What follows belongs to an exercise in optimizing a design on an open flow for small area, a short achievable clock period and few clock cycles; a production flow would make more cautious choices. Power figures rest on the tool's default switching activity, not on a simulated workload.

==> flow/design.v <==
module JAM (
	input				CLK,
	input				RST,
	output	reg	[2:0]	W,
	output	reg	[2:0]	J,
	input		[6:0]	Cost,
	output	reg	[3:0]	MatchCount,
	output	reg	[9:0]	MinCost,
	output				Valid
);
localparam	S_A		= 4'd0;		 
localparam	S_SEL	= 4'd2;		 
localparam	S_C		= 4'd3;		 
localparam	S_D		= 4'd4;		 
localparam	S_AUG	= 4'd5;		 
localparam	S_B1	= 4'd7;		 
localparam	S_B2	= 4'd8;		 
localparam	S_CNT	= 4'd9;		 
localparam	S_DONE	= 4'd10;
localparam	S_UW	= 4'd6;		 
localparam	O_NONE	= 3'd0;
localparam	O_A		= 3'd1;
localparam	O_D		= 3'd3;
localparam	O_B1	= 3'd4;
localparam	O_B2	= 3'd5;
reg			rst_q;
reg			valid_r;
assign Valid = valid_r & ~rst_q;
reg [3:0]	state;
reg [6:0]	nv   [0:7];		 
reg [7:0]	dst  [0:7];		 
reg [2:0]	pred [0:7];		 
reg [2:0]	p    [0:7];		 
reg [7:0]	mcol;			 
reg [7:0]	sc;				 
reg [8:0]	delta;			 
reg [7:0]	ur;				 
reg [7:0]	bv;				 
reg [2:0]	bj;				 
reg [2:0]	jc;				 
reg [2:0]	I;				 
reg			first;
reg			mp;				 
reg			sc_old;			 
reg [2:0]	op2;
reg [6:0]	c2;				 
reg [2:0]	j2;				 
reg [2:0]	w2;				 
reg			f2;				 
reg [8:0]	q2;				 
wire [6:0]	nvp = q2[6:0];
reg [7:0]	dstp;			 
reg [2:0]	predp;			 
function [3:0] next_free;
	input [7:0] b;
	input [3:0] a;
	integer k;
	begin
		next_free = 4'd8;
		for (k = 7; k >= 0; k = k - 1)
			if (!b[k] && (a[3] || k > a)) next_free = k;
	end
endfunction
function [2:0] col_of;
	input [2:0] r;
	input [23:0] pp;
	integer k;
	begin
		col_of = 3'd0;
		for (k = 0; k < 8; k = k + 1)
			if (pp[3*k +: 3] == r) col_of = k;
	end
endfunction
wire [23:0]	p_flat = {p[7], p[6], p[5], p[4], p[3], p[2], p[1], p[0]};
wire [8:0]	nd    = q2 + c2;
wire		upd   = nd < {1'b0, dstp};
wire [7:0]	dn    = upd ? nd[7:0] : dstp;
wire		take  = f2 || (upd ? nd < {1'b0, bv} : dstp < bv);
wire [7:0]	d_a   = c2 + nvp;
wire [7:0]	tc    = d_a;
wire		tight = tc == ur;
wire [7:0]	onehot2 = 8'd1 << j2;
wire		take_a = j2 == 3'd0 || d_a < bv;
wire		take_f = (op2 == O_A) ? take_a : (op2 == O_D) && take;
wire [7:0]	onehotbj = 8'd1 << bj;
wire [6:0]	nvJ   = nv[J];
wire [7:0]	dstJ  = dst[J];
wire [6:0]	nv_upJ = ((state == S_A || ((state == S_B1 || state == S_B2) && W == 3'd0)) && sc[J]) ? nvJ + delta[6:0] - dstJ[6:0] : nvJ;
wire [6:0]	nv_iss = (state == S_A && I == 3'd0) ? 7'd0 : nv_upJ;
wire [8:0]	dq    = first ? delta - {2'b00, q2[6:0]} : delta;
wire [3:0]	n_sc  = next_free(sc, {1'b0, J});
wire [3:0]	n_mc  = next_free(mcol, {1'b0, J});
wire [3:0]	n_sc0 = next_free(sc, 4'd8);
wire [7:0]	onehotJ = 8'd1 << J;
wire [7:0]	trow  = dst[I];
wire [3:0]	n_cnt = next_free(~trow | sc, first ? 4'd8 : {1'b0, bj});
wire [2:0]	jbk   = pred[I - 3'd1];
wire [7:0]	sc_bk = sc & ~(8'd1 << jbk);
wire [3:0]	n_par = next_free(~dst[I - 3'd1] | sc_bk, {1'b0, jbk});
wire [7:0]	fr    = ~sc;
reg  [7:0]	f_lo, f_hi;
integer q;
always @(*) begin
	for (q = 0; q < 8; q = q + 1) begin
		f_lo[q] = fr[q] && ((fr & ((8'd1 << q) - 8'd1)) == 8'd0);
		f_hi[q] = fr[q] && ((fr & ~((8'd2 << q) - 8'd1)) == 8'd0);
	end
end
wire [7:0]	f_mid = fr & ~f_lo & ~f_hi;
wire [7:0]	t5    = dst[5];
wire [7:0]	t6    = dst[6];
wire [7:0]	t7    = dst[7];
wire [2:0]	ra    = {|(t5 & f_hi), |(t5 & f_mid), |(t5 & f_lo)};
wire [2:0]	rb    = {|(t6 & f_hi), |(t6 & f_mid), |(t6 & f_lo)};
wire [2:0]	rc    = {|(t7 & f_hi), |(t7 & f_mid), |(t7 & f_lo)};
wire [2:0]	c5    = {2'b00, ra[0] & rb[1] & rc[2]} + {2'b00, ra[0] & rb[2] & rc[1]}
					+ {2'b00, ra[1] & rb[0] & rc[2]} + {2'b00, ra[1] & rb[2] & rc[0]}
					+ {2'b00, ra[2] & rb[0] & rc[1]} + {2'b00, ra[2] & rb[1] & rc[0]};
always @(posedge CLK) rst_q <= RST;
always @(posedge CLK) begin
	if (rst_q) begin
		state		<= S_A;
		op2			<= O_NONE;
		I			<= 3'd0;
		W			<= 3'd0;
		J			<= 3'd0;
		mcol		<= 8'd0;
		sc			<= 8'd0;
		MinCost		<= 10'd0;
		MatchCount	<= 4'd0;
		valid_r		<= 1'b0;
	end else begin
		c2	<= Cost;
		q2	<= (state == S_D) ? dq + {2'b00, nvJ} : {2'b00, nv_iss};
		dstp	<= dstJ;
		predp	<= pred[J];
		j2	<= J;
		w2	<= W;
		case (op2)
		O_A: begin
			nv[j2]	<= nvp;
			dst[j2]	<= d_a;
			pred[j2]	<= j2;
			sc[j2]	<= 1'b0;
			if (take_a) begin
				bv	<= d_a;
				bj	<= j2;
			end
		end
		O_D: begin
			dst[j2]	<= dn;
			pred[j2]	<= upd ? jc : predp;
			if (take) begin
				bv	<= dn;
				bj	<= j2;
			end
		end
		O_B1: begin
			nv[j2]	<= nvp;
			ur		<= tc;
			MinCost	<= MinCost + c2;
			bv		<= onehot2;
		end
		O_B2: begin
			nv[j2]	<= nvp;
			if (tight) bv[j2] <= 1'b1;
			if (f2) dst[w2] <= bv | (tight ? onehot2 : 8'd0);
		end
		default: ;
		endcase
		op2	<= O_NONE;
		f2	<= 1'b0;
		case (state)
		S_A: begin
			op2		<= O_A;
			J		<= J + 3'd1;
			if (J == 3'd7) state <= S_SEL;
		end
		S_SEL: begin
			mp		<= take_f;
			sc_old	<= sc[bj];
			delta	<= {1'b0, bv};
			J		<= bj;
			jc		<= bj;
			sc		<= (sc & ~((op2 == O_A) ? onehot2 : 8'd0)) | onehotbj;
			if (mcol[bj]) W <= p[bj];
			state	<= mcol[bj] ? S_C : S_AUG;
		end
		S_C: begin
			if (mp) begin
				sc[jc]	<= sc_old;
				state	<= S_SEL;
			end else begin
				delta	<= delta - {2'b00, Cost};
				J		<= n_sc0[2:0];
				first	<= 1'b1;
				state	<= S_D;
			end
		end
		S_D: begin
			op2		<= O_D;
			f2		<= first;
			first	<= 1'b0;
			delta	<= dq;
			if (!n_sc[3]) J <= n_sc[2:0];
			else state <= S_SEL;
		end
		S_AUG: begin
			if (mp) begin
				sc[jc]	<= sc_old;
				state	<= S_SEL;
			end else if (pred[J] == J) begin
				mcol[J]	<= 1'b1;
				p[J]	<= I;
				J		<= 3'd0;
				if (I == 3'd7) begin
					W		<= 3'd0;
					state	<= S_UW;
				end else begin
					I		<= I + 3'd1;
					W		<= I + 3'd1;
					state	<= S_A;
				end
			end else begin
				mcol[J]	<= 1'b1;
				p[J]	<= p[pred[J]];
				J		<= pred[J];
			end
		end
		S_UW: begin
			J		<= col_of(W, p_flat);
			state	<= S_B1;
		end
		S_B1: begin
			op2		<= O_B1;
			mcol	<= onehotJ;
			J		<= next_free(onehotJ, 4'd8);
			state	<= S_B2;
		end
		S_B2: begin
			op2		<= O_B2;
			if (!n_mc[3]) begin
				J		<= n_mc[2:0];
			end else begin
				f2		<= 1'b1;
				if (W == 3'd7) begin
					sc		<= 8'd0;
					I		<= 3'd0;
					first	<= 1'b1;
					state	<= S_CNT;
				end else begin
					W		<= W + 3'd1;
					J		<= col_of(W + 3'd1, p_flat);
					state	<= (W == 3'd0) ? S_UW : S_B1;
				end
			end
		end
		S_CNT: begin
			if (I == 3'd5) MatchCount <= MatchCount + {1'b0, c5};
			if (I != 3'd5 && !n_cnt[3]) begin
				pred[I]	<= n_cnt[2:0];
				sc[n_cnt[2:0]]	<= 1'b1;
				I		<= I + 3'd1;
				first	<= 1'b1;
			end else if (I == 3'd0) begin
				state	<= S_DONE;
			end else if (!n_par[3]) begin
				pred[I - 3'd1]	<= n_par[2:0];
				sc		<= sc_bk | (8'd1 << n_par[2:0]);
				first	<= 1'b1;
			end else begin
				I		<= I - 3'd1;
				sc		<= sc_bk;
				bj		<= jbk;
				first	<= 1'b0;
			end
		end
		default: begin
			valid_r	<= 1'b1;
		end
		endcase
	end
end
endmodule
export LEC_CHECK = 0
export ABC_AREA = 1
export CAP_MARGIN = 20
export CORE_MARGIN = 2
export CORE_UTILIZATION = 40
export SETUP_SLACK_MARGIN = 5
export SLEW_MARGIN = 20
create_clock -name core_clock -period 10.0 [get_ports {CLK}]
standard.sh (not shown) runs the stock make flow with config.mk's settings and CLKGATE_MAP_FILE= SYNTH_SCRIPT=/design/flow/synth_recipe.tcl, a recipe that flattens the netlist after the stock synthesis.
==> flow/flow/run.sh <==
#!/bin/bash
set -euo pipefail
sed 's/SETUP_SLACK_MARGIN=[0-9.]*/SETUP_SLACK_MARGIN=7/' standard.sh > standard_margin.sh
grep -q 'SETUP_SLACK_MARGIN=7' standard_margin.sh
bash standard_margin.sh > flow_make.log 2>&1
Edit:
==> flow/flow/run.sh (replaced) <==
#!/bin/bash
set -euo pipefail
sed 's/SETUP_SLACK_MARGIN=[0-9.]*/SETUP_SLACK_MARGIN=6/' standard.sh > standard_margin.sh
grep -q 'SETUP_SLACK_MARGIN=6' standard_margin.sh
bash standard_margin.sh > flow_make.log 2>&1
Combinational power fell by well over a third.
Setup slack gets worse by 0.13 ns.
Core utilization fell by 10 points.
Maximum frequency fell by a few percent.
No functional check of the RTL was part of any run of this note.

## re-timing with driven ports
How much do the figures lean on ideal ports? The routed layouts below were timed once more, with nothing changed but the port constraints. Step 1 assumes that a clkbuf_16 drives the clock port and a buf_2 every other input. Step 2 adds t to the input delays and takes it off the output delays; t is the mean of the earliest and latest rising clock arrival at the registers after step 1. Input paths then give back, and output paths get back, about the clock's delay inside the block. Three values: ideal ports, drivers, drivers and shift; two values: the first two.
run	t (ns)	slack for setup (ns)	hold WS [ns]	worst slew at a driven data input, ns	cell pins on the clock port's net
the first run	0.635	6.204 / 6.204 / 6.049	0.475 / 0.475 / 0.475	0.06	1
the second run	0.615	6.071 / 6.015 / 5.517	0.457 / 0.457 / 0.457	0.04	1
After both steps setup and hold are still met in every run listed. The setup slack of the second run, which loses most, moves by -0.056 ns with the drivers and by -0.554 ns with both steps.
